Source: an optimization exercise on an open RTL-to-GDS flow (aim: small area, a short achievable clock period and few clock cycles per item). Production flows keep margins and buffers that such runs may drop. Where RTL was checked, it was by simulation tests only, not by an equivalence proof against the original. The RTL of runs 1 to 3 and 5 was laid out without a check of its function. No activity file was given, so power comes from the tool's default toggle rates.

<file path="flow/design.v">
module BSW (
    clk, rst, start,
    i_Q, i_R,
    o_Q_al,
    o_R_al,
    detail_info,
    done
);
    input clk, rst;
    input  [2:0] i_Q, i_R;
    input  start;
    output [2:0] o_Q_al, o_R_al;
    output [8:0] detail_info;
    output done;
    localparam [1:0] C_STOP = 2'd0, C_I = 2'd1, C_D = 2'd2, C_G = 2'd3;
    integer k;
    function ge8;
        input [7:0] a, b;
        reg [7:0] g, l;
        reg [3:0] g1, l1;
        reg [1:0] g2, l2;
        integer t;
        begin
            g = a & ~b;
            l = ~a & b;
            for (t = 0; t < 4; t = t + 1) begin
                g1[t] = g[2*t+1] | (~l[2*t+1] & g[2*t]);
                l1[t] = l[2*t+1] | (~g[2*t+1] & l[2*t]);
            end
            for (t = 0; t < 2; t = t + 1) begin
                g2[t] = g1[2*t+1] | (~l1[2*t+1] & g1[2*t]);
                l2[t] = l1[2*t+1] | (~g1[2*t+1] & l1[2*t]);
            end
            ge8 = ~(l2[1] | (~g2[1] & l2[0]));
        end
    endfunction
    function [11:0] pe_cell;
        input [3:0] ta, tb;
        input noA, noB, mt, c0, c1;
        reg aGEb, selM, sat, hz;
        reg [3:0] tmx;
        reg [2:0] tu, tv;
        reg [1:0] v, code;
        reg [3:0] tdl, tdu;
        reg [4:0] xv;         
        begin
            if (noA) begin
                aGEb = 1'b0; tmx = tb;
            end else if (noB) begin
                aGEb = 1'b1; tmx = ta;
            end else begin
                aGEb = &(ta | ~tb); tmx = ta | tb;
            end
            selM = mt ? tmx[3] : tmx[0];
            tu   = selM ? tmx[3:1] : (mt ? 3'b111 : 3'b000);
            sat  = c0 & ~tu[0];
            tv   = {tu[2:1], tu[0] | sat};
            v    = {tv[1], tv[2] | (tv[0] & ~tv[1])};
            hz   = (c0 & ~tu[1]) | (c1 & ~tu[0]);
            if (hz)        code = C_STOP;
            else if (selM) code = aGEb ? C_I : C_D;
            else           code = c0 ? C_STOP : C_G;
            xv   = {1'b0, tv, 1'b1};
            tdl[0] = (~tb[0] | xv[1]) & (~tb[1] | xv[2]) & (~tb[2] | xv[3]) & ~tb[3];
            tdl[1] = xv[1] & (~tb[0] | xv[2]) & (~tb[1] | xv[3]) & ~tb[2];
            tdl[2] = xv[2] & (~tb[0] | xv[3]) & ~tb[1];
            tdl[3] = xv[3] & ~tb[0];
            tdu[0] = (~ta[0] | xv[1]) & (~ta[1] | xv[2]) & (~ta[2] | xv[3]) & ~ta[3];
            tdu[1] = xv[1] & (~ta[0] | xv[2]) & (~ta[1] | xv[3]) & ~ta[2];
            tdu[2] = xv[2] & (~ta[0] | xv[3]) & ~ta[1];
            tdu[3] = xv[3] & ~ta[0];
            pe_cell = {code, v, tdl, tdu};
        end
    endfunction
    function [7:0] addv;
        input [7:0] C;
        input [1:0] v;
        reg [1:0] lo;
        reg [5:0] hi, hip, him;
        reg cyp, cym;
        integer t;
        begin
            lo  = {~(C[1] ^ v[1] ^ (C[0] | v[0])), ~(C[0] ^ v[0])};
            hi  = C[7:2];
            for (t = 0; t < 6; t = t + 1) begin
                hip[t] = hi[t] ^ (t == 0 ? 1'b1 : &(hi | ~((6'd1 << t) - 6'd1)));
                him[t] = hi[t] ^ (t == 0 ? 1'b1 : ~|(hi & ((6'd1 << t) - 6'd1)));
            end
            cyp = C[1] & v[1] & (C[0] | v[0]);
            cym = ~(C[1] | C[0] | v[1] | v[0]);
            addv = {cyp ? hip : cym ? him : hi, lo};
        end
    endfunction
    reg       run;           
    reg [7:0] cyc;           
    always @(posedge clk or posedge rst) begin
        if (rst) begin
            run <= 1'b0;
            cyc <= 8'd0;
        end else if (!run) begin
            if (start) run <= 1'b1;
            cyc <= 8'd0;
        end else if (cyc != 8'hff) begin
            cyc <= cyc + 8'd1;
        end
    end
    reg in_phase, sc_phase, s2_phase, fin, ps_ok, late;
    always @(posedge clk or posedge rst) begin
        if (rst) begin
            in_phase <= 1'b1;
            sc_phase <= 1'b0;
            s2_phase <= 1'b0;
            fin      <= 1'b0;
            ps_ok    <= 1'b0;
            late     <= 1'b0;
        end else if (!run) begin
            in_phase <= 1'b1;
            sc_phase <= 1'b0;
            s2_phase <= 1'b0;
            fin      <= 1'b0;
            ps_ok    <= 1'b0;
            late     <= 1'b0;
        end else begin
            if (cyc == 8'd62) in_phase <= 1'b0;
            if (cyc == 8'd2)  sc_phase <= 1'b1;
            if (cyc == 8'd66) sc_phase <= 1'b0;
            if (cyc == 8'd4)  s2_phase <= 1'b1;
            if (cyc == 8'd67) s2_phase <= 1'b0;
            fin <= (cyc == 8'd66);
            if (cyc == 8'd5)  ps_ok <= 1'b1;
            if (cyc == 8'd66) late <= 1'b1;
        end
    end
    reg [2:0] m_lo;          
    reg [2:0] m_hi;          
    always @(posedge clk) begin
        m_lo <= {m_lo[1:0], sc_phase};
        m_hi <= {m_hi[1:0], m_hi[0] || (run && cyc == 8'd63)};
        if (!sc_phase) m_hi <= 3'd0;
    end
    wire m_ge1 = m_lo[0], m_ge2 = m_lo[1], m_ge3 = m_lo[2];
    wire m_le60 = !m_hi[0], m_le61 = !m_hi[1], m_le62 = !m_hi[2];
    wire [5:0] ve, vo;
    assign ve[0] = sc_phase && m_ge2 && m_le61;
    assign ve[1] = sc_phase && m_ge1 && m_le62;
    assign ve[2] = sc_phase;
    assign ve[3] = sc_phase && m_ge1 && m_le62;
    assign ve[4] = sc_phase && m_ge2 && m_le61;
    assign ve[5] = sc_phase && m_ge3 && m_le60;
    assign vo[0] = sc_phase && m_ge2 && m_le60;
    assign vo[1] = sc_phase && m_ge1 && m_le61;
    assign vo[2] = sc_phase && m_le62;
    assign vo[3] = sc_phase && m_le62;
    assign vo[4] = sc_phase && m_ge1 && m_le61;
    assign vo[5] = sc_phase && m_ge2 && m_le60;
    reg [127:0] qv, rv;
    wire [1:0] q_in = in_phase ? i_Q[1:0] : qv[127:126];
    wire [1:0] r_in = in_phase ? i_R[1:0] : rv[127:126];
    always @(posedge clk) begin
        qv <= {qv[125:0], q_in};
        rv <= {rv[125:0], r_in};
    end
    wire [129:0] qx = {qv, q_in};         
    wire [129:0] rx = {rv, r_in};
    reg  [5:0] mt_e, mt_o;
    always @(posedge clk) begin
        for (k = 0; k < 6; k = k + 1) begin
            mt_e[k] <= (qx[2*(5-k) +: 2] == rx[2*(1+k) +: 2]);
            mt_o[k] <= (qx[2*(5-k) +: 2] == rx[2*k +: 2]);
        end
    end
    reg  [47:0] hpe, hpo;     
    reg  [23:0] dlo, duo;     
    wire [47:0] he, ho;
    wire [23:0] dle, due, dlo_n, duo_n;
    wire [11:0] ce_w, co_w;
    genvar p;
    generate
        for (p = 0; p < 6; p = p + 1) begin : g_pe
            wire mte = mt_e[p];
            wire mto = mt_o[p];
            wire [7:0] Ce  = hpe[8*p +: 8];
            wire       ce0 = (Ce == 8'd0);
            wire       ce1 = (Ce == 8'd1);
            wire [3:0] tae = dlo[4*p +: 4];
            wire [3:0] tbe;
            if (p == 5) begin : g_b5
                assign tbe = 4'b0001;
            end else begin : g_bn
                assign tbe = duo[4*(p+1) +: 4];
            end
            wire [11:0] re = pe_cell(tae, tbe, 1'b0, p == 5, mte, ce0, ce1);
            wire [7:0]  He = addv(Ce, re[9:8]);
            assign he[8*p +: 8]   = ve[p] ? He : 8'd0;
            assign ce_w[2*p +: 2] = re[11:10];
            assign dle[4*p +: 4]  = ve[p] ? re[7:4] : 4'b0001;
            assign due[4*p +: 4]  = ve[p] ? re[3:0] : 4'b0001;
            wire [7:0] Co  = hpo[8*p +: 8];
            wire       co0 = (Co == 8'd0);
            wire       co1 = (Co == 8'd1);
            wire [3:0] tao;
            if (p == 0) begin : g_a0
                assign tao = 4'b0001;
            end else begin : g_an
                assign tao = dle[4*(p-1) +: 4];
            end
            wire [11:0] ro = pe_cell(tao, due[4*p +: 4], p == 0, 1'b0, mto, co0, co1);
            wire [1:0] vo_ = ro[9:8];
            wire [7:0] Ho  = addv(Co, vo_);
            assign ho[8*p +: 8]    = vo[p] ? Ho : 8'd0;
            assign co_w[2*p +: 2]  = ro[11:10];
            assign dlo_n[4*p +: 4] = vo[p] ? ro[7:4] : 4'b0001;
            assign duo_n[4*p +: 4] = vo[p] ? ro[3:0] : 4'b0001;
        end
    endgenerate
    always @(posedge clk) begin
        hpe <= he;
        hpo <= ho;
        dlo <= dlo_n;
        duo <= duo_n;
    end
    reg  [383:0] bank0, bank1, bank2, bank3;
    wire [23:0]  new_word = {co_w, ce_w};
    always @(posedge clk) begin
        bank0 <= {bank3[359:0], sc_phase ? new_word : bank3[383:360]};
        bank1 <= bank0;
        bank2 <= bank1;
        bank3 <= bank2;
    end
    reg [95:0] mh;
    reg [47:0] mi;
    reg [23:0] s1_h;
    reg [11:0] s1_i;         
    reg [7:0]  best_h;
    reg [5:0]  best_w;
    reg        best_par;
    reg [2:0]  best_p;
    always @(*) begin
        for (k = 0; k < 6; k = k + 1) begin
            mh[8*k +: 8]     = hpe[8*k +: 8]; mi[4*k +: 4]     = {1'b0, k[2:0]};
            mh[8*(k+6) +: 8] = hpo[8*k +: 8]; mi[4*(k+6) +: 4] = {1'b1, k[2:0]};
        end
        for (k = 0; k < 6; k = k + 1) begin
            if (ge8(mh[8*(2*k) +: 8], mh[8*(2*k+1) +: 8])) begin
                mh[8*k +: 8] = mh[8*(2*k) +: 8];   mi[4*k +: 4] = mi[4*(2*k) +: 4];
            end else begin
                mh[8*k +: 8] = mh[8*(2*k+1) +: 8]; mi[4*k +: 4] = mi[4*(2*k+1) +: 4];
            end
        end
        for (k = 0; k < 3; k = k + 1) begin
            if (ge8(mh[8*(2*k) +: 8], mh[8*(2*k+1) +: 8])) begin
                mh[8*k +: 8] = mh[8*(2*k) +: 8];   mi[4*k +: 4] = mi[4*(2*k) +: 4];
            end else begin
                mh[8*k +: 8] = mh[8*(2*k+1) +: 8]; mi[4*k +: 4] = mi[4*(2*k+1) +: 4];
            end
        end
    end
    wire [7:0] g0 = s1_h[7:0], g1 = s1_h[15:8], g2 = s1_h[23:16];
    wire c01 = ge8(g0, g1), c02 = ge8(g0, g2), c12 = ge8(g1, g2);
    wire b0  = !ge8(best_h, g0), b1 = !ge8(best_h, g1), b2 = !ge8(best_h, g2);
    wire t0  = b0 && c01 && c02;
    wire t1  = b1 && !c01 && c12;
    wire t2  = b2 && !c02 && !c12;
    wire [7:0] h63 = hpe[23:16];
    wire w63 = fin && !ge8(best_h, h63) && !ge8(g0, h63)
               && !ge8(g1, h63) && !ge8(g2, h63);
    wire       upd     = s2_phase && (t0 || t1 || t2);
    wire [5:0] w_now   = cyc[5:0] - 6'd5;
    wire [5:0] best_wn = w63 ? 6'd63 : upd ? w_now : best_w;    
    wire       best_parn = w63 ? 1'b0 : !upd ? best_par : t0 ? s1_i[3] : t1 ? s1_i[7] : s1_i[11];
    wire [2:0] best_pn   = w63 ? 3'd2 : !upd ? best_p : t0 ? s1_i[2:0] : t1 ? s1_i[6:4] : s1_i[10:8];
    always @(posedge clk) begin
        s1_h <= mh[23:0];
        s1_i <= mi[11:0];
        if (!run) begin
            best_h   <= 8'd0;
            best_w   <= 6'd0;
            best_par <= 1'b0;
            best_p   <= 3'd2;          
        end else if (w63) begin
            best_h <= h63; best_w <= 6'd63; best_par <= 1'b0; best_p <= 3'd2;
        end else if (upd) begin
            best_w <= w_now;
            if (t0) begin
                best_h <= g0; best_par <= s1_i[3];  best_p <= s1_i[2:0];
            end else if (t1) begin
                best_h <= g1; best_par <= s1_i[7];  best_p <= s1_i[6:4];
            end else begin
                best_h <= g2; best_par <= s1_i[11]; best_p <= s1_i[10:8];
            end
        end
    end
    reg        ps_act;                  
    reg        ps_first;                
    reg        rc;                      
    reg        shift_r;                 
    reg        strm;                    
    reg        bchg;                    
    reg [3:0]  blk;                     
    reg [5:0]  cin_e, cin_o;            
    reg [5:0]  base;
    reg [5:0]  pe_w;                    
    reg        pe_par;
    reg [2:0]  pe_p;
    reg [4:0]  vtop;                    
    wire [3:0] bE    = pe_w[5:2];
    reg  [63:0] oh;                     
    reg  [15:0] rsel;                   
    function [23:0] sel16x24;
        input [383:0] v;
        input [15:0] s;
        integer a;
        begin
            sel16x24 = 24'd0;
            for (a = 0; a < 16; a = a + 1)
                sel16x24 = sel16x24 | (v[24*a +: 24] & {24{s[a]}});
        end
    endfunction
    wire [95:0] bank_out = {sel16x24(bank3, oh[63:48]), sel16x24(bank2, oh[47:32]),
                            sel16x24(bank1, oh[31:16]), sel16x24(bank0, oh[15:0])};
    wire [95:0] wd;                       
    genvar j;
    generate
        for (j = 0; j < 4; j = j + 1) begin : g_rot
            assign wd[24*j +: 24] = (bank_out[23:0]  & {24{rsel[4*j]}})
                                  | (bank_out[47:24] & {24{rsel[4*j+1]}})
                                  | (bank_out[71:48] & {24{rsel[4*j+2]}})
                                  | (bank_out[95:72] & {24{rsel[4*j+3]}});
        end
    endgenerate
    reg  [5:0]  oE, oO;
    reg  [5:0]  cE, cO;
    reg  [15:0] blk_path;                
    reg  [47:0] stop_hit;                
    reg  [23:0] w;
    integer kk, q;
    wire [3:0] cst_r;
    wire       inj = (ps_act && ps_first) || (rc && blk == bE);
    always @(*) begin
        if (inj) begin
            cE = 6'd0; cO = 6'd0;
        end else if (rc) begin
            for (q = 0; q < 6; q = q + 1) begin
                cE[q] = (cst_r == q + 1);
                cO[q] = (cst_r == q + 7);
            end
        end else begin
            cE = cin_e; cO = cin_o;
        end
        blk_path = 16'd0;
        stop_hit = 48'd0;
        oE = 6'd0; oO = 6'd0;
        for (kk = 3; kk >= 0; kk = kk - 1) begin
            w = wd[24*kk +: 24];
            for (q = 0; q < 6; q = q + 1)
                oO[q] = cO[q] | (inj && pe_w[1:0] == kk && pe_par && pe_p == q);
            for (q = 0; q < 6; q = q + 1) begin
                oE[q] = cE[q] | (inj && pe_w[1:0] == kk && !pe_par && pe_p == q)
                      | (oO[q] && w[12 + 2*q +: 2] == C_D);
                if (q < 5)
                    oE[q] = oE[q] | (oO[q + 1] && w[12 + 2*(q+1) +: 2] == C_I);
            end
            for (q = 0; q < 6; q = q + 1) begin
                cE[q] = oE[q] && w[2*q +: 2] == C_G;
                cO[q] = (oO[q] && w[12 + 2*q +: 2] == C_G)
                      | (oE[q] && w[2*q +: 2] == C_I);
                if (q > 0)
                    cO[q] = cO[q] | (oE[q - 1] && w[2*(q-1) +: 2] == C_D);
            end
            for (q = 0; q < 6; q = q + 1) begin
                if (oE[q])
                    blk_path[4*kk +: 2] = blk_path[4*kk +: 2]
                        | {w[2*q +: 2] != C_D, w[2*q +: 2] != C_I};
                if (oO[q])
                    blk_path[4*kk + 2 +: 2] = blk_path[4*kk + 2 +: 2]
                        | {w[12 + 2*q +: 2] != C_D, w[12 + 2*q +: 2] != C_I};
                stop_hit[12*kk + q]     = oE[q] && w[2*q +: 2] == C_STOP;
                stop_hit[12*kk + 6 + q] = oO[q] && w[12 + 2*q +: 2] == C_STOP;
            end
        end
    end
    wire found = |stop_hit;
    reg [1:0] f_k;
    reg       f_par;
    reg [2:0] f_p;
    always @(*) begin
        f_k = 2'd0; f_par = 1'b0; f_p = 3'd0;
        for (k = 0; k < 48; k = k + 1) begin
            if (k / 12 == 1 || k / 12 == 3) f_k[0] = f_k[0] | stop_hit[k];
            if (k / 12 >= 2)                f_k[1] = f_k[1] | stop_hit[k];
            if ((k % 12) >= 6)              f_par  = f_par  | stop_hit[k];
            if ((k % 6) & 1)                f_p[0] = f_p[0] | stop_hit[k];
            if ((k % 6) & 2)                f_p[1] = f_p[1] | stop_hit[k];
            if ((k % 6) & 4)                f_p[2] = f_p[2] | stop_hit[k];
        end
    end
    always @(posedge clk) begin
        cin_e <= cE;
        cin_o <= cO;
    end
    reg [63:0] cst;
    reg [3:0]  cin_x;
    always @(*) begin
        cin_x = 4'd0;
        for (q = 0; q < 6; q = q + 1) begin
            if (cin_e[q]) cin_x = cin_x | (q + 1);
            if (cin_o[q]) cin_x = cin_x | (q + 7);
        end
    end
    assign cst_r = cst[4*blk +: 4];
    wire merge  = ps_act && !ps_first && ({1'b0, blk} < vtop) && (blk >= s_b)
                  && (cin_x == cst_r);
    wire ps_end = ps_act && (merge || found);      
    wire free   = !ps_act || ps_end;
    wire bnew   = upd || w63;                      
    wire want   = bchg || (fin && bnew);
    wire ps_go  = ps_ok && !strm && want && (!ps_act || fin);
    wire [3:0] go_b = (fin && bnew) ? 4'd15 : best_w[5:2];
    wire abort  = ps_go && ps_act && !ps_end;
    wire st_go  = late && !strm && free && !want;
    always @(posedge clk or posedge rst) begin
        if (rst) begin
            ps_act <= 1'b0;
            strm   <= 1'b0;
            bchg   <= 1'b1;
            vtop   <= 5'd0;
        end else if (!run) begin
            ps_act <= 1'b0;
            strm   <= 1'b0;
            bchg   <= 1'b1;
            vtop   <= 5'd0;
        end else begin
            if (ps_go)       ps_act <= 1'b1;
            else if (ps_end) ps_act <= 1'b0;
            if (st_go) strm <= 1'b1;
            bchg <= ps_go ? (bnew && !fin) : (bchg || bnew);
            if (ps_end)
                vtop <= {1'b0, bE};
            else if (abort)
                vtop <= (vtop < {1'b0, blk}) ? vtop : {1'b0, blk};
        end
    end
    always @(posedge clk) begin
        ps_first <= ps_go;
        if (ps_go) begin
            pe_w   <= fin ? best_wn   : best_w;
            pe_par <= fin ? best_parn : best_par;
            pe_p   <= fin ? best_pn   : best_p;
        end
        cin_e <= cE;
        cin_o <= cO;
        for (k = 0; k < 16; k = k + 1)
            if (ps_act && !ps_first && blk == k) cst[4*k +: 4] <= cin_x;
    end
    reg [5:0] base_n;
    wire [3:0] rhi_n = base_n[5:2] + 4'd1;
    always @(*) begin
        if (ps_go)
            base_n = (fin && bnew) ? 6'd1 : cyc[5:0] - 6'd6 - {best_w[5:2], 2'b00};
        else if (ps_act)
            base_n = base + 6'd5;
        else if (st0)
            base_n = cyc[5:0] - 6'd10 - {s_b, 2'b00};
        else
            base_n = shift_r ? base - 6'd3 : base + 6'd1;
    end
    always @(posedge clk) begin
        base <= base_n;
        if (ps_go)          blk <= go_b;
        else if (ps_act)    blk <= blk - 4'd1;
        else if (st0)       blk <= s_b + 4'd1;
        else if (shift_r)   blk <= blk + 4'd1;
        for (k = 0; k < 64; k = k + 1)
            oh[k] <= (((k / 16) < base_n[1:0]) ? rhi_n : base_n[5:2]) == (k % 16);
        for (k = 0; k < 16; k = k + 1)
            rsel[k] <= ((base_n[1:0] + 2'd3 - (k / 4)) & 2'd3) == (k % 4);
    end
    reg [15:0] pcur, pnext, pprev;
    reg        st0;              
    reg [3:0]  s_b;
    reg [1:0]  s_k;
    reg        s_par;
    reg [2:0]  s_p;
    reg        sa_act;           
    reg [6:0]  sa_d;             
    reg [5:0]  sa_qp, sa_rp;     
    reg        sb_end;
    reg        sb_q, sb_r;
    reg [2:0]  dcnt;
    reg        done_r;
    reg [2:0]  oq, orr;
    reg [8:0]  det;
    wire [5:0] s_w  = {s_b, s_k};
    wire [6:0] s_i  = {1'b0, s_w} + s_p - 7'd2;
    wire [6:0] s_j  = {1'b0, s_w} + 7'd2 - s_p + s_par;
    wire [6:0] s_d  = {s_w, s_par};
    wire [6:0] e_i  = {1'b0, best_w} + best_p - 7'd2;
    wire [6:0] e_j  = {1'b0, best_w} + 7'd2 - best_p + best_par;
    wire [6:0] e_d  = {best_w, best_par};
    wire [6:0] cd   = st0 ? s_d : sa_d;
    function [1:0] mux64x2;
        input [127:0] v;
        input [5:0] s;
        reg [127:0] t;
        integer a, l;
        begin
            t = v;
            for (l = 0; l < 6; l = l + 1)
                for (a = 0; a < (32 >> l); a = a + 1)
                    t[2*a +: 2] = s[l] ? t[2*(2*a+1) +: 2] : t[2*(2*a) +: 2];
            mux64x2 = t[1:0];
        end
    endfunction
    wire [31:0] win  = {pn_eff, pc_eff};
    wire [3:0]  i1   = {1'b0, cd[2:0]} + 4'd1;
    wire [3:0]  i2   = {1'b0, cd[2:0]} + 4'd2;
    wire [1:0]  e1   = win[2*i1 +: 2];
    wire [1:0]  e2   = win[2*i2 +: 2];
    wire        use1 = (e1 != 2'b00);
    wire [1:0]  nc   = use1 ? e1 : e2;
    wire [6:0]  nd   = use1 ? cd + 7'd1 : cd + 7'd2;
    wire        shift = (st0 || sa_act) && !last && (nd[6:3] != cd[6:3]);
    wire       last = (cd == e_d);
    wire [5:0] cqp = st0 ? cyc[5:0] - s_i[5:0] : sa_qp;
    wire [5:0] crp = st0 ? cyc[5:0] - s_j[5:0] : sa_rp;
    always @(posedge clk or posedge rst) begin
        if (rst) begin
            st0    <= 1'b0;
            sa_act <= 1'b0;
            sb_end <= 1'b0;
            done_r <= 1'b0;
            dcnt   <= 3'd0;
        end else if (!run) begin
            st0    <= 1'b0;
            sa_act <= 1'b0;
            sb_end <= 1'b0;
            done_r <= 1'b0;
            dcnt   <= 3'd0;
        end else begin
            st0 <= st_go;
            if (st0 || sa_act) begin
                sa_act <= !last;
                sb_end <= last;
            end
            done_r <= strm;              
            if ((st0 || dcnt != 3'd0) && dcnt != 3'd7) dcnt <= dcnt + 3'd1;
        end
    end
    always @(posedge clk) begin
        if (!run) begin
            s_b   <= 4'd0;
        end else if (ps_act && !merge && found) begin
            s_b   <= blk;
            s_k   <= f_k;
            s_par <= f_par;
            s_p   <= f_p;
        end
        if (st0 || sa_act) begin
            sb_q  <= nc[1];
            sb_r  <= nc[0];
            sa_d  <= nd;
            sa_qp <= cqp + {5'd0, !nc[1]};
            sa_rp <= crp + {5'd0, !nc[0]};
        end
    end
    reg [15:0] pprev2;
    reg        fnd_r, mrg_r;
    wire [15:0] pc_eff = fnd_r ? pprev : pcur;
    wire [15:0] pn_eff = (fnd_r || mrg_r) ? pprev2 : pnext;
    always @(posedge clk) begin
        pprev  <= blk_path;
        pprev2 <= pprev;
        fnd_r  <= ps_act && !merge && found;
        mrg_r  <= merge && blk == s_b;
        if (shift) begin
            pcur  <= pn_eff;
        end else begin
            pcur  <= pc_eff;
            pnext <= rc ? blk_path : pn_eff;
        end
    end
    always @(posedge clk or posedge rst) begin
        if (rst) begin
            shift_r <= 1'b0;
            rc      <= 1'b0;
        end else begin
            shift_r <= run && shift;
            rc      <= run && shift_r;
        end
    end
    wire       o_q = st0 | sb_q;
    wire       o_r = st0 | sb_r;
    wire [1:0] qb  = mux64x2(qv, cqp);
    wire [1:0] rb  = mux64x2(rv, crp);
    always @(posedge clk) begin
        if (sb_end && !st0) begin
            oq  <= 3'd0;
            orr <= 3'd0;
        end else begin
            oq  <= o_q ? ((qb == 2'd0) ? 3'd4 : {1'b0, qb}) : 3'd5;
            orr <= o_r ? ((rb == 2'd0) ? 3'd4 : {1'b0, rb}) : 3'd5;
        end
        case (dcnt)
            3'd0: det <= {2'b0, s_i};
            3'd1: det <= {2'b0, s_j};
            3'd2: det <= {2'b0, e_i};
            3'd3: det <= {2'b0, e_j};
            3'd4: det <= {1'b0, best_h};
            default: det <= 9'd0;
        endcase
    end
    assign o_Q_al      = oq;
    assign o_R_al      = orr;
    assign detail_info = det;
    assign done        = done_r;
endmodule
</file>
<file path="flow/flow/run.sh">
#!/bin/bash
# Standard layout, with the port buffers made of buf_4 cells instead of the
# cell buffer_ports picks by default. Make's full output goes to flow.log;
# each tool's own logs stay under orfs/logs.
set -euo pipefail
export BUFFER_PORTS_ARGS="-buffer_cell sky130_fd_sc_hd__buf_4"
bash standard.sh > flow.log 2>&1
</file>
<file path="flow/standard.sh">
#!/bin/bash
# synth_recipe.tcl (not shown) runs the flow's synth.tcl, then flattens the netlist and writes it again
# the make line also repeats each setting of config.mk as NAME=value (left out here)
make -C /OpenROAD-flow-scripts/flow DESIGN_CONFIG=/design/flow/config.mk WORK_HOME=/design/flow/orfs CLKGATE_MAP_FILE= SYNTH_SCRIPT=/design/flow/synth_recipe.tcl "${@:-finish}"
</file>
<file path="flow/config.mk">
export PLATFORM = sky130hd
export DESIGN_NAME = BSW
export DESIGN_NICKNAME = BSW
export VERILOG_FILES = /design/flow/design.v
export SDC_FILE = /design/flow/constraint.sdc
export NUM_CORES = 8
export LEC_CHECK = 0
export ABC_AREA = 1
export CAP_MARGIN = 20
export CORE_MARGIN = 2
export CORE_UTILIZATION = 40
export CTS_CLUSTER_DIAMETER = 80
export CTS_CLUSTER_SIZE = 25
export SLEW_MARGIN = 20
</file>
<file path="flow/constraint.sdc">
create_clock -name core_clock -period 24.0 [get_ports {clk}]
set_input_delay 4.8000 -clock core_clock [delete_from_list [all_inputs] [get_ports {clk}]]
set_output_delay 4.8000 -clock core_clock [all_outputs]
set_load 0.01 [all_outputs]
</file>
==> results of run 1 <==
state kept, by name, indices dropped and copies added, names as in the netlist, 64 cells and up:
name	count
bank0	384
bank1	384
bank2	384
bank3	384
qv	128
rv	128
cst	64
oh	64
path summary, 6_finish.rpt:
kind / depth (start not counted) / startpoint / to / slack (ns)
min in group asynchronous: 3 / rst / vtop[2] / 4.06
worst max register to register: 24 / hpe[17] / oh[32] / 17.73
max in group asynchronous: 3 / rst / in_phase / 19.55
worst min-delay path: 0 / bank3[156] / bank0[180] / 0.31
worst min register to register: 0 / bank3[156] / bank0[180] / 0.31
worst max-delay path: 24 / hpe[17] / oh[32] / 17.73
stage by stage:
step | area [sq um] | cells | total power, W | setup slack [ns] | utilization
after global placement | 86540 | 12320 | 0.01176 | 17.92 | 0.4179
after global routing | 90240 | 12490 | 0.01512 | 17.37 | 0.4358
after CTS | 90210 | 12490 | 0.01414 | 17.79 | 0.4357
final | 90270 | 12500 | 0.01424 | 17.73 | 0.4359
after detailed placement | 86560 | 12320 | 0.01187 | 17.91 | 0.4180
after floorplan | 83360 | 9679 | 0.009584 | 18.54 | -
power groups by stage:
| stage | Combinational [W] | Sequential, W | Clock, W |
|---|---|---|---|
| 3_3_place_gp | 0.00573 | 0.00603 | 0 |
| 2_1_floorplan | 0.00393 | 0.00565 | 0 |
| 4_1_cts | 0.00584 | 0.00599 | 0.00231 |
| 3_5_place_dp | 0.00581 | 0.00606 | 0 |
| 6_report | 0.00594 | 0.00601 | 0.00228 |
| 5_1_grt | 0.00655 | 0.00612 | 0.00245 |
metal layers:
layer	wire length (microns)	vias up
li1	-	31810
met1	123900	32500
met2	133200	3034
met3	27730	738
met4	17370	2
met5	13	-
Yosys cell counts, types with 62 or more instances:
cell / count
nand2_1: 2346
nor3_1: 129
clkbuf_1: 143
edfxtp_1: 121
o22ai_1: 187
ha_1: 115
a21oi_1: 298
nor2_1: 1117
a221oi_1: 72
nand3_1: 312
nor4_1: 62
nand4_1: 179
a22o_1: 140
o21ai_0: 543
buf_2: 95
inv_1: 895
dfxtp_1: 2153
xor2_1: 70
kinds of logic (layout without fill, tap and decap cells):
kind of cell               Yosys count  in the layout  share of synthesized area
buffers and inverters             1221           1242                    0.06051
and+or+nand+nor                   4308           4308                     0.2173
AOI/OAI and AO/OA                 1589           1589                     0.1188
other                                1             11                 0.00004499
adders and majority gates          123            123                    0.01894
muxes                               28             28                   0.003377
xor gates and xnor gates           104            104                    0.01102
DFF                               2305           2305                     0.5700
area by class of cell:
class                      instances  share of cell area
multi-input combinational       6153              0.3423
sequential                      2305              0.5274
clock buffer                     128             0.03335
tap                             2788             0.03865
timing repair buffer             150             0.01242
inverter                         923             0.03847
antenna                           10           0.0002772
clock inverter                    41            0.007152
==> flow_summary.toml, run 1 <==
[synth]
yosysTopAreaCell = "dfxtp_1"
synth_area_leaders = "dfxtp_1 (52%), nand2_1 (11%), nor2_1 (5.0%)"
synth-edff-count = 121
synth_ff_type = "dfxtp_1"
yosysSeqAreaShare = 0.5700
synth_seq_cells = 2305
synth.distinct_cells = 84
async_flop_share = 0.01345
synth_cells = 9679
syn_avg_cell_area_sq_um = 8.612
syn_nets = 9809
synth_area_sq_um = 83360
yosys_warnings = 13
synth_top_area_share = 0.5171

[grt]
grt-busiest-layer = "met2"
gr-usage-met2 = 0.4405
grt_pass1_vias = 64570
grt_use_total = 0.2782
grt-ovfl-total = 0
grt_pass1_wl_microns = 431900
antenna_found_initial = 26
met1_usage = 0.3617
grt.met3_usage = 0.05418
grt_max_degree = 68

[setup_path]
worstSetupStartpointType = "flop"
cp.required_ns = 24.72
end_kind = "flop"
critical_path_class = "flop to flop"
crit_buf_inv = 5
crit_path_cell_trace = "inv_1 > o22ai_1 > o21ai_0 > o221ai_1 > inv_1 > o221ai_1 > o221ai_1 > o221ai_1 > o211ai_1 > nor2_1 > nand2_1 > nand2_2 > nand2_2 > nand2_1 > nand2_1 > inv_1 > o21a_1 > ha_1 > inv_1 > xor2_1 > o21ai_0 > inv_1 > nand2_1 > nor2_1"
cp_slowest_stage_delay_ns = 0.79
critPathArrivalTime_ns = 6.99
crit_family = "simple AND/OR/NAND/NOR gates"
crit_top_cell = "inv_1"
critPathMaxFanout = 25
crit_slowest_cell = "inv_1"

[drt]
dr.pass1.iters = 7
vias = 68090
ant_nets = 0
wl_per_cell_microns = 24.18
avgViaCountPerCell = 5.448
drc = 0
dr.first_iter.drc_count = 8699
routed_wl_microns = 302200

[sta]
worst_pin_slew_ns = 1.215
rsz0062_at_grt = "false"
max_freq_mhz = 159.4
finalHoldViolCount = 0
skew_ns = 0.07928
tns_ns = 0
drv_slew = 0
setup-violations-final = 0
fin_crit_ns = 6.272
whs_ns = 0.3150
relSlewSlack = 0.1817
final.period_utilization = 0.2613

[run]
drv_cap = 0

[die]
io_pins = 25
coreArea_sq_um = 207100
die_w_microns = 460.5
dieArea_sq_um = 212100
start_util = 0.4026
die-height_microns = 460.5
rows = 167

[pwr]
p_sw_frac = 0.4509
combPwrFrac = 0.417
vdd_drop_max_v = 0.00008547
power_density_nw_per_um2 = 157.7
leakage_nw = 39.03
power.share.sequential = 0.422
p_switching_w = 0.006421
clockPowerShare = 0.160
p_int_w = 0.007818

[clock_tree]
clk_pin_slew_ns = 0.10
cts_setup_buffers = 0
cts_resized = 0
insertion_delay_ns = 0.85
ctsHoldBuffers = 0
cts_tree = "built"
cts_inserted_buffers = 116
cts_root_buf = "clkbuf_16"
clock_sinks = 2305
htree_num_levels = 3
clock_path_buffers = 3

[layout]
final_common_cell = "nand2_1"
finalNetCount = 9779
n_fill_cell = 20170
seq_area_sq_um = 47610
final_cell_mix = "nand2_1 (2344), dfxtp_1 (2092), nor2_1 (1116)"
syn_to_final_growth_pct = 8.287
multi_input_area_sq_um = 30890
layout-drive-gt1-share = 0.05732

[placement]
dp_hpwl_microns = 199700
port_buffers = 21
gp_congestion = 1.037

[hold_path]
hold_path_class = "flop to flop"

[run_status]
status = "no timing/DRC/antenna violations"
==> run 2: changes to the inputs <==
--- a/flow/design.v
+++ b/flow/design.v
@@ -453,7 +453,6 @@
             if (ps_act && !ps_first && blk == k) cst[4*k +: 4] <= cin_x;
     end
     reg [5:0] base_n;
-    wire [3:0] rhi_n = base_n[5:2] + 4'd1;
     always @(*) begin
         if (ps_go)
             base_n = (fin && bnew) ? 6'd1 : cyc[5:0] - 6'd6 - {best_w[5:2], 2'b00};
@@ -471,7 +470,8 @@
         else if (st0)       blk <= s_b + 4'd1;
         else if (shift_r)   blk <= blk + 4'd1;
         for (k = 0; k < 64; k = k + 1)
-            oh[k] <= (((k / 16) < base_n[1:0]) ? rhi_n : base_n[5:2]) == (k % 16);
+            oh[k] <= ((k / 16) < base_n[1:0]) ? (base_n[5:2] == ((k + 15) % 16))
+                                              : (base_n[5:2] == (k % 16));
         for (k = 0; k < 16; k = k + 1)
             rsel[k] <= ((base_n[1:0] + 2'd3 - (k / 4)) & 2'd3) == (k % 4);
     end
==> flow_summary.toml, run 2 <==
[clock_tree]
cts_resized = 0
ctsHoldBuffers = 0
cts_inserted_buffers = 114
htree_num_levels = 3
clock_sinks = 2305
cts_setup_buffers = 0
cts_root_buf = "clkbuf_16"
clk_pin_slew_ns = 0.10
clock_path_buffers = 3
cts_tree = "built"
insertion_delay_ns = 0.86

[synth]
synth_cells = 9723
synth.most_common_cell = "nand2_1"
synth_fa_ha_area_frac = 0.01817
synth_seq_cells = 2305
synth_top_family_by_area = "simple AND/OR/NAND/NOR gates"
synth.distinct_cells = 77
synth_compound_area_frac = 0.1206
yosysTopAreaCell = "dfxtp_1"
synthTopCellsByCount = "nand2_1 (2441), dfxtp_1 (2153), nor2_1 (1089)"
synthSimpleGateAreaFrac = 0.2165
synth_area_leaders = "dfxtp_1 (52%), nand2_1 (11%), nor2_1 (4.9%)"
async_flop_share = 0.01345
yosysSeqAreaShare = 0.5723
syn_avg_cell_area_sq_um = 8.539
syn_nets = 9849
synth-xor-area-share = 0.01065
synth_top_area_share = 0.5191
synth_area_sq_um = 83030
synth-edff-count = 121
synth.area.mux_share = 0.003255
synth_ff_type = "dfxtp_1"
yosys_warnings = 13

[sta]
skew_ns = 0.08681
final.period_utilization = 0.2835
fin_crit_ns = 6.804
setup-violations-final = 0
worst_pin_slew_ns = 1.371
relSlewSlack = 0.07776
drv_slew = 0
setup_slack_ns = 17.20
tns_ns = 0
max_freq_mhz = 147.0
finalHoldViolCount = 0
rsz0062_at_grt = "false"

[pwr]
combPwrFrac = 0.428
total_power_w = 0.01419
p_switching_w = 0.006449
clockPowerShare = 0.159
power.share.sequential = 0.413
p_sw_frac = 0.4544
leakage_nw = 39.02
power_density_nw_per_um2 = 158.0
vdd_drop_max_v = 0.00008708
p_int_w = 0.007744

[grt]
antenna_found_initial = 14
grt_pass1_vias = 64810
grt_max_degree = 79
grt_pass1_wl_microns = 429500
grt-ovfl-total = 0
grt_use_total = 0.2758

[drt]
ant_nets = 0
drc = 0
routed_wl_microns = 299500
dr.first_iter.drc_count = 8506
wl_per_cell_microns = 24.10
dr.pass1.iters = 6
vias = 68500
avgViaCountPerCell = 5.510

[die]
coreArea_sq_um = 206700
start_util = 0.4018
rows = 167
dieArea_sq_um = 211200
die-height_microns = 459.6
io_pins = 25
die_w_microns = 459.6

[layout]
design_area_sq_um = 89830
multi_input_area_sq_um = 30740
layout-drive-gt1-share = 0.05257
final_core_utilization = 0.4347
n_fill_cell = 20260
final_common_cell = "nand2_1"
finalNetCount = 9801
seq_area_sq_um = 47590
syn_to_final_growth_pct = 8.193
final_cell_mix = "nand2_1 (2439), dfxtp_1 (2091), nor2_1 (1088)"

[setup_path]
critPathArrivalTime_ns = 7.48
critPathMaxFanout = 22
critical_path_class = "flop to flop"
cp.required_ns = 24.68
worstSetupStartpointType = "flop"
end_kind = "flop"

[run_status]
status = "no timing/DRC/antenna violations"

[hold_path]
hold_path_class = "flop to flop"

[run]
drv_cap = 0

[placement]
postPlaceCellArea_sq_um = 86280
place_ws_ns = 17.29
gp_congestion = 0.9709
dp_hpwl_microns = 194600
port_buffers = 21
## run 2: cell types whose count changed in the layout (fill, tap and decap cells not counted), moves of 12 or more
cell      before   now
a211oi_1      32    44
nand2_1     2344  2439
nand2_2       43    30
nand3_1      312   275
nand4_1      179   202
nor2_1      1116  1088
o21ai_0      538   604
o21ai_1       47    24
o22ai_1      187   175
## run 2: path summary, 6_finish.rpt
path                             from          to  cells after the start  slack (ns)
setup / recovery              hpe[17]      oh[46]                     23       17.20
hold / removal             bank1[162]  bank2[162]                      0        0.28
setup reg to reg              hpe[17]      oh[46]                     23       17.20
hold reg to reg            bank1[162]  bank2[162]                      0        0.28
max in group asynchronous         rst    in_phase                      3       19.54
min in group asynchronous         rst      done_r                      3        4.07
## run 2: power groups by stage
stage	Clock (W)	Sequential, W	Combinational (W)
floorplan	0	0.00561	0.00387
CTS	0.00227	0.00585	0.00594
global placement	0	0.00589	0.00583
global route	0.00241	0.00598	0.00665
finish	0.00225	0.00587	0.00607
detailed placement	0	0.00592	0.00591
## run 2: worst max-delay path, cell delays in order (launching register included)
cell,delay [ns]
dfxtp_1,0.55
inv_2,0.18
o22ai_1,0.17
o21ai_0,0.13
o221ai_1,0.24
inv_1,0.08
o221ai_1,0.17
a31oi_1,0.13
a21oi_1,0.14
o21ai_0,0.18
nor4_4,0.33
inv_2,0.25
nand2_2,0.26
nand2_2,0.16
nand2_1,0.13
nand2_2,0.20
inv_1,0.61
nand3_1,0.14
nand2_1,0.43
inv_1,0.46
nor2_1,0.83
inv_1,0.57
nand2_1,0.17
o21ai_0,0.09
## run 2: layout make-up
type / instances / share of cell area
multi-input combinational: 6186 / 0.3422
tap: 2704 / 0.03766
antenna: 5 / 0.0001393
clock inverter: 33 / 0.006212
clock buffer: 129 / 0.03312
inverter: 918 / 0.03836
sequential: 2305 / 0.5298
timing repair buffer: 150 / 0.01251
## run 2: kinds of logic after synthesis
logic type / count (synthesis)
simple gates: 4318
flops: 2305
compound gates: 1622
buf+inv: 1232
fa+ha+maj: 117
xor+xnor: 101
mux: 27
other cells: 1
## run 2: per-stage QoR
| step | hold slack (ns) | instances |
|---|---|---|
| 3_5_place_dp | 0.3128 | 12260 |
| 6_report | 0.2817 | 12430 |
| 5_1_grt | 0.3076 | 12430 |
| 2_1_floorplan | 0.3096 | 9723 |
| 3_3_place_gp | 0.3113 | 12260 |
| 4_1_cts | 0.2994 | 12430 |
## run 2: metal layers
metal,part of all wire,global-route usage,up-vias,routed length (microns)
met4,0.059,0.1359,4,17620
met3,0.10,0.05329,708,29840
li1,-,-,31920,-
met5,0.00010,0,-,31
met1,0.42,0.3717,32610,124700
met2,0.43,0.4221,3253,127300
==> run 3: changes to the inputs <==
--- a/flow/design.v
+++ b/flow/design.v
@@ -291,7 +291,6 @@
         end
     end
     reg        ps_act;                  
-    reg        ps_first;                
     reg        rc;                      
     reg        shift_r;                 
     reg        strm;                    
@@ -335,9 +334,9 @@
     reg  [23:0] w;
     integer kk, q;
     wire [3:0] cst_r;
-    wire       inj = (ps_act && ps_first) || (rc && blk == bE);
+    wire       inj = (ps_act || rc) && blk == bE;
     always @(*) begin
-        if (inj) begin
+        if (inj || (ps_act && blk > bE)) begin
             cE = 6'd0; cO = 6'd0;
         end else if (rc) begin
             for (q = 0; q < 6; q = q + 1) begin
@@ -408,16 +407,15 @@
         end
     end
     assign cst_r = cst[4*blk +: 4];
-    wire merge  = ps_act && !ps_first && ({1'b0, blk} < vtop) && (blk >= s_b)
+    wire merge  = ps_act && (blk < bE) && ({1'b0, blk} < vtop) && (blk >= s_b)
                   && (cin_x == cst_r);
     wire ps_end = ps_act && (merge || found);      
     wire free   = !ps_act || ps_end;
     wire bnew   = upd || w63;                      
-    wire want   = bchg || (fin && bnew);
-    wire ps_go  = ps_ok && !strm && want && (!ps_act || fin);
-    wire [3:0] go_b = (fin && bnew) ? 4'd15 : best_w[5:2];
+    wire ps_go  = ps_ok && !strm && (fin || (bchg && !ps_act));
+    wire [3:0] go_b = fin ? 4'd15 : best_w[5:2];
     wire abort  = ps_go && ps_act && !ps_end;
-    wire st_go  = late && !strm && free && !want;
+    wire st_go  = late && !fin && !strm && free;
     always @(posedge clk or posedge rst) begin
         if (rst) begin
             ps_act <= 1'b0;
@@ -441,7 +439,6 @@
         end
     end
     always @(posedge clk) begin
-        ps_first <= ps_go;
         if (ps_go) begin
             pe_w   <= fin ? best_wn   : best_w;
             pe_par <= fin ? best_parn : best_par;
@@ -450,12 +447,12 @@
         cin_e <= cE;
         cin_o <= cO;
         for (k = 0; k < 16; k = k + 1)
-            if (ps_act && !ps_first && blk == k) cst[4*k +: 4] <= cin_x;
+            if (ps_act && blk < bE && blk == k) cst[4*k +: 4] <= cin_x;
     end
     reg [5:0] base_n;
     always @(*) begin
         if (ps_go)
-            base_n = (fin && bnew) ? 6'd1 : cyc[5:0] - 6'd6 - {best_w[5:2], 2'b00};
+            base_n = fin ? 6'd1 : cyc[5:0] - 6'd6 - {best_w[5:2], 2'b00};
         else if (ps_act)
             base_n = base + 6'd5;
         else if (st0)
==> flow_summary.toml, run 3 <==
[run_status]
status = "no timing/DRC/antenna violations"

[hold_path]
min_to = "bank1[253]"
hold_start = "bank0[253]"
hold_path_class = "flop to flop"
hold_path_depth = 0

[sta]
drv_slew = 0
final.period_utilization = 0.2550
max_freq_mhz = 163.4
skew_ns = 0.04970
finalHoldViolCount = 0
relSlewSlack = 0.1753
worst_pin_slew_ns = 1.228
fin_crit_ns = 6.121
rsz0062_at_grt = "false"
tns_ns = 0
setup-violations-final = 0

[run]
drv_cap = 0

[setup_path]
r2r_slack_ns = 18.11
timing.rr.start = "blk[1]"
cp_slowest_stage_delay_ns = 0.36
critical_path_class = "flop to output pin"
ff2ff_path_depth = 27
cp.required_ns = 19.20
critPathArrivalTime_ns = 1.32
end_kind = "output pin"
critPathMaxFanout = 1
crit_buf_inv = 1
reg2reg_to = "s_k[0]"
crit_path_cell_trace = "buf_4"
worstSetupStartpointType = "flop"
crit_slowest_cell = "dfrtp_1"
crit_family = "flip-flops"

[synth]
synth_area_sq_um = 83460
async_flop_share = 0.01345
synth_cells = 9678
synth_ff_type = "dfxtp_1"
synth-edff-count = 121
yosysTopAreaCell = "dfxtp_1"
synth_top_area_share = 0.5162
yosysSeqAreaShare = 0.5691
synth.most_common_cell = "nand2_1"
yosys_warnings = 13
synth_area_leaders = "dfxtp_1 (52%), nand2_1 (11%), nor2_1 (4.7%)"
synth.distinct_cells = 83
synth_seq_cells = 2304
syn_avg_cell_area_sq_um = 8.623
syn_nets = 9808
synthTopCellsByCount = "nand2_1 (2347), dfxtp_1 (2152), nor2_1 (1041)"

[layout]
syn_to_final_growth_pct = 8.196
final_common_cell = "nand2_1"
layout-drive-gt1-share = 0.06093
final_cell_mix = "nand2_1 (2345), dfxtp_1 (2089), nor2_1 (1041)"
multi_input_area_sq_um = 31000
finalNetCount = 9780
design_area_sq_um = 90300
seq_area_sq_um = 47580
n_fill_cell = 20390

[clock_tree]
clock_sinks = 2304
clk_pin_slew_ns = 0.10
clock_path_buffers = 3
cts_setup_buffers = 0
htree_num_levels = 3
cts_inserted_buffers = 115
cts_resized = 0
cts_tree = "built"
ctsHoldBuffers = 0
cts_root_buf = "clkbuf_16"
insertion_delay_ns = 0.87

[drt]
ant_nets = 0
routed_wl_microns = 299500
dr.pass1.iters = 8
avgViaCountPerCell = 5.485
vias = 68530
wl_per_cell_microns = 23.97
dr.first_iter.drc_count = 8027
drc = 0

[pwr]
p_sw_frac = 0.4561
power_density_nw_per_um2 = 161.6
clockPowerShare = 0.155
leakage_nw = 38.99
total_power_w = 0.01459
power.share.sequential = 0.408
combPwrFrac = 0.437
p_switching_w = 0.006656
vdd_drop_max_v = 0.0002167
p_int_w = 0.007938

[grt]
grt_max_degree = 76
grt_pass1_wl_microns = 429800
grt-ovfl-total = 0
antenna_found_initial = 23
grt_pass1_vias = 64210
grt_use_total = 0.2755

[die]
start_util = 0.4026
coreArea_sq_um = 207300
die-height_microns = 460.8
io_pins = 25
rows = 167
die_w_microns = 460.8
dieArea_sq_um = 212300

[placement]
postPlaceCellArea_sq_um = 86740
dp_hpwl_microns = 196200
port_buffers = 21
gp_congestion = 1.017
==> run 3: logic make-up (layout without fill, tap and decap cells) <==
kind of cell / count (synthesis) / in the layout / share of synthesized area
DFF: 2304 / 2304 / 0.5691
buffers and inverters: 1226 / 1247 / 0.06046
AOI/OAI and AO/OA: 1614 / 1614 / 0.1198
other: 1 / 7 / 0.00004493
adders and majority gates: 122 / 122 / 0.01880
xor gates and xnor gates: 93 / 93 / 0.009760
muxes: 37 / 37 / 0.004588
and+or+nand+nor: 4281 / 4281 / 0.2174
==> run 3: layout make-up <==
cell class,instances,area share
tap,2788,0.03863
multi-input combinational,6148,0.3433
inverter,922,0.03858
clock inverter,40,0.006499
antenna,6,0.0001663
sequential,2304,0.5269
clock buffer,126,0.03267
timing repair buffer,159,0.01322
==> run 3: how the worst max path moves through the flow <==
stage	endpoint	depth (start not counted)	from	slack, ns
after detailed placement	s_k[0]	29	blk[1]	18.21
after floorplan	cyc[0]	1	rst	18.54
after global placement	s_k[1]	29	blk[1]	18.26
final	done	1	done_r	17.88
after global routing	s_k[0]	29	blk[1]	17.72
after CTS	done	1	done_r	17.82
==> run 3: metal layers <==
layer / track usage / wire length [microns] / up-vias
li1: - / - / 31870
met1: 0.3684 / 124500 / 32800
met2: 0.4271 / 129900 / 3192
met3: 0.05412 / 28430 / 665
met4: 0.1288 / 16630 / 6
met5: 0 / 37 / -
==> run 3: power by group through the flow <==
| stage | logic [W] | clock network (W) | registers, W |
|---|---|---|---|
| after floorplan | 0.00414 | 0 | 0.00567 |
| final | 0.00638 | 0.00226 | 0.00595 |
| after global routing | 0.00700 | 0.00242 | 0.00607 |
| after global placement | 0.00612 | 0 | 0.00598 |
| after detailed placement | 0.00623 | 0 | 0.00601 |
| after CTS | 0.00627 | 0.00228 | 0.00593 |
==> run 3: through the flow <==
stage | util | instances | hold slack (ns) | setup slack, ns
after floorplan | - | 9678 | 0.3096 | 18.54
after global placement | 0.4184 | 12320 | 0.3136 | 18.26
after detailed placement | 0.4185 | 12320 | 0.3153 | 18.21
after CTS | 0.4355 | 12490 | 0.3167 | 17.82
after global routing | 0.4356 | 12490 | 0.3299 | 17.72
final | 0.4356 | 12490 | 0.3127 | 17.88
==> run 4: changes to the inputs <==
--- a/flow/design.v
+++ b/flow/design.v
@@ -393,10 +393,6 @@
             if ((k % 6) & 4)                f_p[2] = f_p[2] | stop_hit[k];
         end
     end
-    always @(posedge clk) begin
-        cin_e <= cE;
-        cin_o <= cO;
-    end
     reg [63:0] cst;
     reg [3:0]  cin_x;
     always @(*) begin
==> flow_summary.toml, run 4 <==
[pwr]
vdd_drop_max_v = 0.0001998
total_power_w = 0.01473
power_density_nw_per_um2 = 162.5
leakage_nw = 39.17

[synth]
synth_area_sq_um = 83460
synth_area_leaders = "dfxtp_1 (52%), nand2_1 (11%), nor2_1 (4.7%)"
synth_top_area_share = 0.5162
synth-edff-count = 121
syn_nets = 9808
synth_cells = 9678
synth.most_common_cell = "nand2_1"
synth_ff_type = "dfxtp_1"
yosysSeqAreaShare = 0.5691
yosysTopAreaCell = "dfxtp_1"
synthTopCellsByCount = "nand2_1 (2347), dfxtp_1 (2152), nor2_1 (1041)"
synth.distinct_cells = 83
syn_avg_cell_area_sq_um = 8.623
yosys_warnings = 1
async_flop_share = 0.01345
synth_seq_cells = 2304

[setup_path]
critPathArrivalTime_ns = 6.79
crit_top_cell = "nand2_1"
worstSetupStartpointType = "flop"
cp_slowest_stage_delay_ns = 0.72
crit_slowest_cell = "nor2_1"
cp.required_ns = 24.48
critical_path_class = "flop to flop"
critPathMaxFanout = 13
end_kind = "flop"

[grt]
grt_use_total = 0.2763
grt_pass1_vias = 64790
grt_pass1_wl_microns = 431400
grt-ovfl-total = 0
grt_max_degree = 76
antenna_found_initial = 25

[clock_tree]
cts_root_buf = "clkbuf_16"
cts_setup_buffers = 0
clock_path_buffers = 3
cts_tree = "built"
htree_num_levels = 3
ctsHoldBuffers = 0
cts_inserted_buffers = 120
cts_resized = 0
insertion_delay_ns = 0.87
clock_sinks = 2304
clk_pin_slew_ns = 0.09

[placement]
dp_hpwl_microns = 203000
gp_congestion = 0.9515
port_buffers = 21

[die]
die-height_microns = 460.8
coreArea_sq_um = 207300
rows = 167
start_util = 0.4026
io_pins = 25
die_w_microns = 460.8
dieArea_sq_um = 212300

[layout]
finalNetCount = 9790
final_cell_mix = "nand2_1 (2345), dfxtp_1 (2089), nor2_1 (1041)"
layout-drive-gt1-share = 0.06268
final_common_cell = "nand2_1"
syn_to_final_growth_pct = 8.637

[sta]
rsz0062_at_grt = "false"
setup-violations-final = 0
drv_slew = 0
max_freq_mhz = 158.7
fin_crit_ns = 6.302
finalHoldViolCount = 0
relSlewSlack = 0.1929
skew_ns = 0.1284
worst_pin_slew_ns = 1.201
final.period_utilization = 0.2626
tns_ns = 0

[run]
drv_cap = 0

[drt]
avgViaCountPerCell = 5.455
routed_wl_microns = 299700
dr.first_iter.drc_count = 7829
dr.pass1.iters = 8
ant_nets = 0
wl_per_cell_microns = 23.95
drc = 0
vias = 68250

[hold_path]
hold_path_class = "flop to flop"

[run_status]
status = "no timing/DRC/antenna violations"
## run 4: path summary, 6_finish.rpt
path / from / to / slack [ns] / cells after the start
worst min register to register: rv[80] / rv[82] / 0.28 / 0
worst max register to register: oh[39] / s_p[0] / 17.70 / 29
worst max-delay path: oh[39] / s_p[0] / 17.70 / 29
max in group asynchronous: rst / done_r / 19.46 / 3
min in group asynchronous: rst / dcnt[2] / 4.11 / 3
worst min-delay path: rv[80] / rv[82] / 0.28 / 0
## run 4: kinds of logic (layout without fill, tap and decap cells)
kind of cell    count (synthesis)  count (layout)  share of synthesized area
xor+xnor                       93              93                   0.009760
buf+inv                      1226            1264                    0.06046
flops                        2304            2304                     0.5691
mux                            37              37                   0.004588
fa+ha+maj                     122             122                    0.01880
compound gates               1614            1614                     0.1198
simple gates                 4281            4281                     0.2174
other cells                     1               8                 0.00004493
## run 4: cell type report
cell class | count | area [sq um]
fillers | 20500 | 116600
flip-flops and latches | 2304 | 47570
multi-input cells | 6148 | 31000
well taps | 2788 | 3488
inverters | 922 | 3482
clock buffers | 132 | 3099
repair buffers | 164 | 1231
clock inverters | 46 | 774.5
diodes | 7 | 17.52
## run 4: worst max-delay path: cells and delay by family, from the launching register on
family,cells,cell delay [ns]
buffers and inverters,1,0.40
flip-flops,1,0.58
AND/OR/NAND/NOR,28,4.95
## run 4: power by group
group	internal (W)	switching [W]	leakage [nW]
Clock	0.00101	0.00136	1.87
Combinational	0.00185	0.00453	17.9
Sequential	0.00514	0.000828	19.4
Total	0.00801	0.00672	39.2
## run 4: stage by stage
step                      hold slack [ns]    util  cell area (sq um)  worst slack, ns  std cells
after global placement             0.3112  0.4186              86760            17.98      12330
after global routing               0.3110  0.4373              90650            17.51      12510
after floorplan                    0.3096       -              83460            18.54       9678
after CTS                          0.2798  0.4373              90640            17.83      12500
final                              0.2817  0.4374              90670            17.70      12510
after detailed placement           0.3207  0.4186              86770            18.05      12330
## run 4: layer usage
metal,share of wire,vias to the layer above,global-route usage
met5,0.00013,-,0
met4,0.053,6,0.1282
met3,0.093,669,0.04700
met2,0.44,3010,0.4347
met1,0.42,32640,0.3694
li1,-,31920,-
Testbench counts of run 4, summed over its fixed seeds: cycles 44,818, items 320.
==> run 5: changes to the inputs <==
--- a/flow/design.v
+++ b/flow/design.v
@@ -393,6 +393,10 @@
             if ((k % 6) & 4)                f_p[2] = f_p[2] | stop_hit[k];
         end
     end
+    always @(posedge clk) begin
+        cin_e <= cE;
+        cin_o <= cO;
+    end
     reg [63:0] cst;
     reg [3:0]  cin_x;
     always @(*) begin
==> flow/flow/run.sh (replaced) <==
#!/bin/bash
# Standard layout, with the port buffers made of buf_4 cells instead of the
# cell buffer_ports picks by default, and timing repair aiming at 17.9 ns of
# setup slack (the clock period stays the design's). Make's full output goes
# to flow.log; each tool's own logs stay under orfs/logs.
set -euo pipefail
export BUFFER_PORTS_ARGS="-buffer_cell sky130_fd_sc_hd__buf_4"
export SETUP_SLACK_MARGIN=17.9
bash standard.sh > flow.log 2>&1
==> flow_summary.toml, run 5 <==
[run_status]
status = "no timing/DRC/antenna violations"

[synth]
synth_seq_cells = 2304
syn_nets = 9808
synth_area_sq_um = 83460
syn_avg_cell_area_sq_um = 8.623
synth-edff-count = 121
synth.most_common_cell = "nand2_1"
synth_top_area_share = 0.5162
synth_ff_type = "dfxtp_1"
synth.distinct_cells = 83
synthTopCellsByCount = "nand2_1 (2347), dfxtp_1 (2152), nor2_1 (1041)"
yosysTopAreaCell = "dfxtp_1"
async_flop_share = 0.01345
yosysSeqAreaShare = 0.5691
synth_area_leaders = "dfxtp_1 (52%), nand2_1 (11%), nor2_1 (4.7%)"
synth_cells = 9678
yosys_warnings = 13

[grt]
grt_pass1_wl_microns = 429900
grt_pass1_vias = 64220
grt-ovfl-total = 0
antenna_found_initial = 23
grt_use_total = 0.2755
grt_max_degree = 76

[sta]
rsz0062_at_grt = "true"
tns_ns = 0
fin_crit_ns = 6.117
skew_ns = 0.05272
drv_slew = 0
finalHoldViolCount = 0
setup-violations-final = 0
relSlewSlack = 0.1722
worst_pin_slew_ns = 1.232
final.period_utilization = 0.2549
max_freq_mhz = 163.5

[setup_path]
crit_path_cell_trace = "buf_6"
crit_buf_inv = 1
crit_family = "flip-flops"
r2r_slack_ns = 18.20
critical_path_class = "flop to output pin"
worstSetupStartpointType = "flop"
critPathMaxFanout = 1
crit_slowest_cell = "dfrtp_1"
timing.rr.start = "oh[22]"
ff2ff_path_depth = 28
cp.required_ns = 19.20
end_kind = "output pin"
critPathArrivalTime_ns = 1.32
reg2reg_to = "s_k[0]"
crit_cells = 1
cp_slowest_stage_delay_ns = 0.38

[pwr]
power_density_nw_per_um2 = 161.7
power.share.sequential = 0.407
clockPowerShare = 0.155
total_power_w = 0.01461
vdd_drop_max_v = 0.0002164
combPwrFrac = 0.438
p_sw_frac = 0.4560
p_int_w = 0.007949
leakage_nw = 39.02
p_switching_w = 0.006664

[clock_tree]
cts_inserted_buffers = 115
clock_path_buffers = 3
cts_root_buf = "clkbuf_16"
clk_pin_slew_ns = 0.10
clock_sinks = 2304
insertion_delay_ns = 0.87
cts_tree = "built"
htree_num_levels = 3
ctsHoldBuffers = 0

[hold_path]
hold_path_depth = 0
hold_path_class = "flop to flop"
hold_start = "bank3[106]"
min_to = "bank0[130]"

[layout]
finalNetCount = 9781
layout-drive-gt1-share = 0.06268
multi_input_area_sq_um = 31020
n_fill_cell = 20390
syn_to_final_growth_pct = 8.321
final_cell_mix = "nand2_1 (2345), dfxtp_1 (2077), nor2_1 (1039)"
final_common_cell = "nand2_1"
design_area_sq_um = 90400
final_core_utilization = 0.4361
seq_area_sq_um = 47590

[drt]
wl_per_cell_microns = 23.99
dr.first_iter.drc_count = 8007
ant_nets = 0
routed_wl_microns = 299700
avgViaCountPerCell = 5.471
vias = 68360
dr.pass1.iters = 7
drc = 0

[run]
drv_cap = 0

[die]
io_pins = 25
dieArea_sq_um = 212300
die-height_microns = 460.8
die_w_microns = 460.8
coreArea_sq_um = 207300
rows = 167
start_util = 0.4026

[placement]
gp_congestion = 1.017
dp_hpwl_microns = 196200
postPlaceCellArea_sq_um = 86740
port_buffers = 21
-- run 5: area by class of cell --
class | count | area share
flip-flops and latches | 2304 | 0.5265
multi-input cells | 6148 | 0.3431
well taps | 2788 | 0.03859
inverters | 922 | 0.03853
clock buffers | 126 | 0.03264
repair buffers | 160 | 0.01399
clock inverters | 40 | 0.006491
diodes | 6 | 0.0001661
-- run 5: timing repair --
item                       in CTS  in global routing
buffers inserted                0                  1
gates resized for setup        25                  7
setup endpoints to repair      15                 28
-- run 5: worst max-delay path by stage --
| stage | startpoint | endpoint |
|---|---|---|
| 2_1_floorplan | rst | cyc[0] |
| 3_3_place_gp | blk[1] | s_k[1] |
| 3_5_place_dp | blk[1] | s_k[0] |
| 4_1_cts | done_r | done |
| 5_1_grt | done_r | done |
| 6_report | done_r | done |
-- run 5: power groups by stage --
| stage | clock network, W | logic [W] | registers (W) |
|---|---|---|---|
| after global placement | 0 | 0.00612 | 0.00598 |
| after detailed placement | 0 | 0.00623 | 0.00601 |
| final | 0.00226 | 0.00640 | 0.00595 |
| after global routing | 0.00242 | 0.00701 | 0.00608 |
| after floorplan | 0 | 0.00414 | 0.00567 |
| after CTS | 0.00228 | 0.00627 | 0.00594 |
-- run 5: kinds of logic (layout without fill, tap and decap cells) --
group           count (synthesis)  count (layout)  share of synthesized area
other cells                     1               7                 0.00004493
simple gates                 4281            4281                     0.2174
flops                        2304            2304                     0.5691
mux                            37              37                   0.004588
xor+xnor                       93              93                   0.009760
compound gates               1614            1614                     0.1198
buf+inv                      1226            1248                    0.06046
fa+ha+maj                     122             122                    0.01880
-- run 5: routing by layer --
| metal | wire length (microns) | GRT usage | vias to the layer above |
|---|---|---|---|
| li1 | - | - | 31880 |
| met1 | 124000 | 0.3684 | 32710 |
| met2 | 130200 | 0.4271 | 3107 |
| met3 | 28870 | 0.05418 | 656 |
| met4 | 16540 | 0.1288 | 6 |
| met5 | 42 | 0 | - |
-- run 5: stage by stage --
stage / hold WS [ns] / setup WS [ns] / instances
6_report: 0.3186 / 17.88 / 12490
5_1_grt: 0.3299 / 17.83 / 12490
4_1_cts: 0.3167 / 17.82 / 12490
3_5_place_dp: 0.3153 / 18.21 / 12320
3_3_place_gp: 0.3136 / 18.26 / 12320
2_1_floorplan: 0.3096 / 18.54 / 9678

[afterwards: timing with drivers on the ports]
How much do the figures lean on ideal ports? The routed layouts below were timed once more, with nothing changed but the port constraints.
Step 1 sets driving cells, clkbuf_16 on the clock port and buf_2 on the other inputs (assumed; they add their load-dependent delay and slew).
Step 2 also shifts input and output timing later by t, the mid clock arrival at the registers, as if the neighbouring blocks saw the same clock.
Slacks: no drivers / after step 1 / after step 2; pairs: no drivers / after step 1.
| run | shift t [ns] | slack for setup (ns) | worst data-port slew with drivers (ns) | pins driven straight from the clock port |
|---|---|---|---|---|
| run 1 | 0.901 | 17.728 / 17.728 / 17.728 | 0.04 | 1 |
| run 2 | 0.904 | 17.196 / 17.196 / 17.196 | 0.04 | 1 |
| run 3 | 0.931 | 17.880 / 17.791 / 18.111 | 0.03 | 1 |
| run 4 | 0.900 | 17.698 / 17.698 / 17.698 | 0.04 | 1 |
| run 5 | 0.936 | 17.883 / 17.794 / 18.204 | 0.04 | 1 |
After both steps every run listed still meets setup and hold.
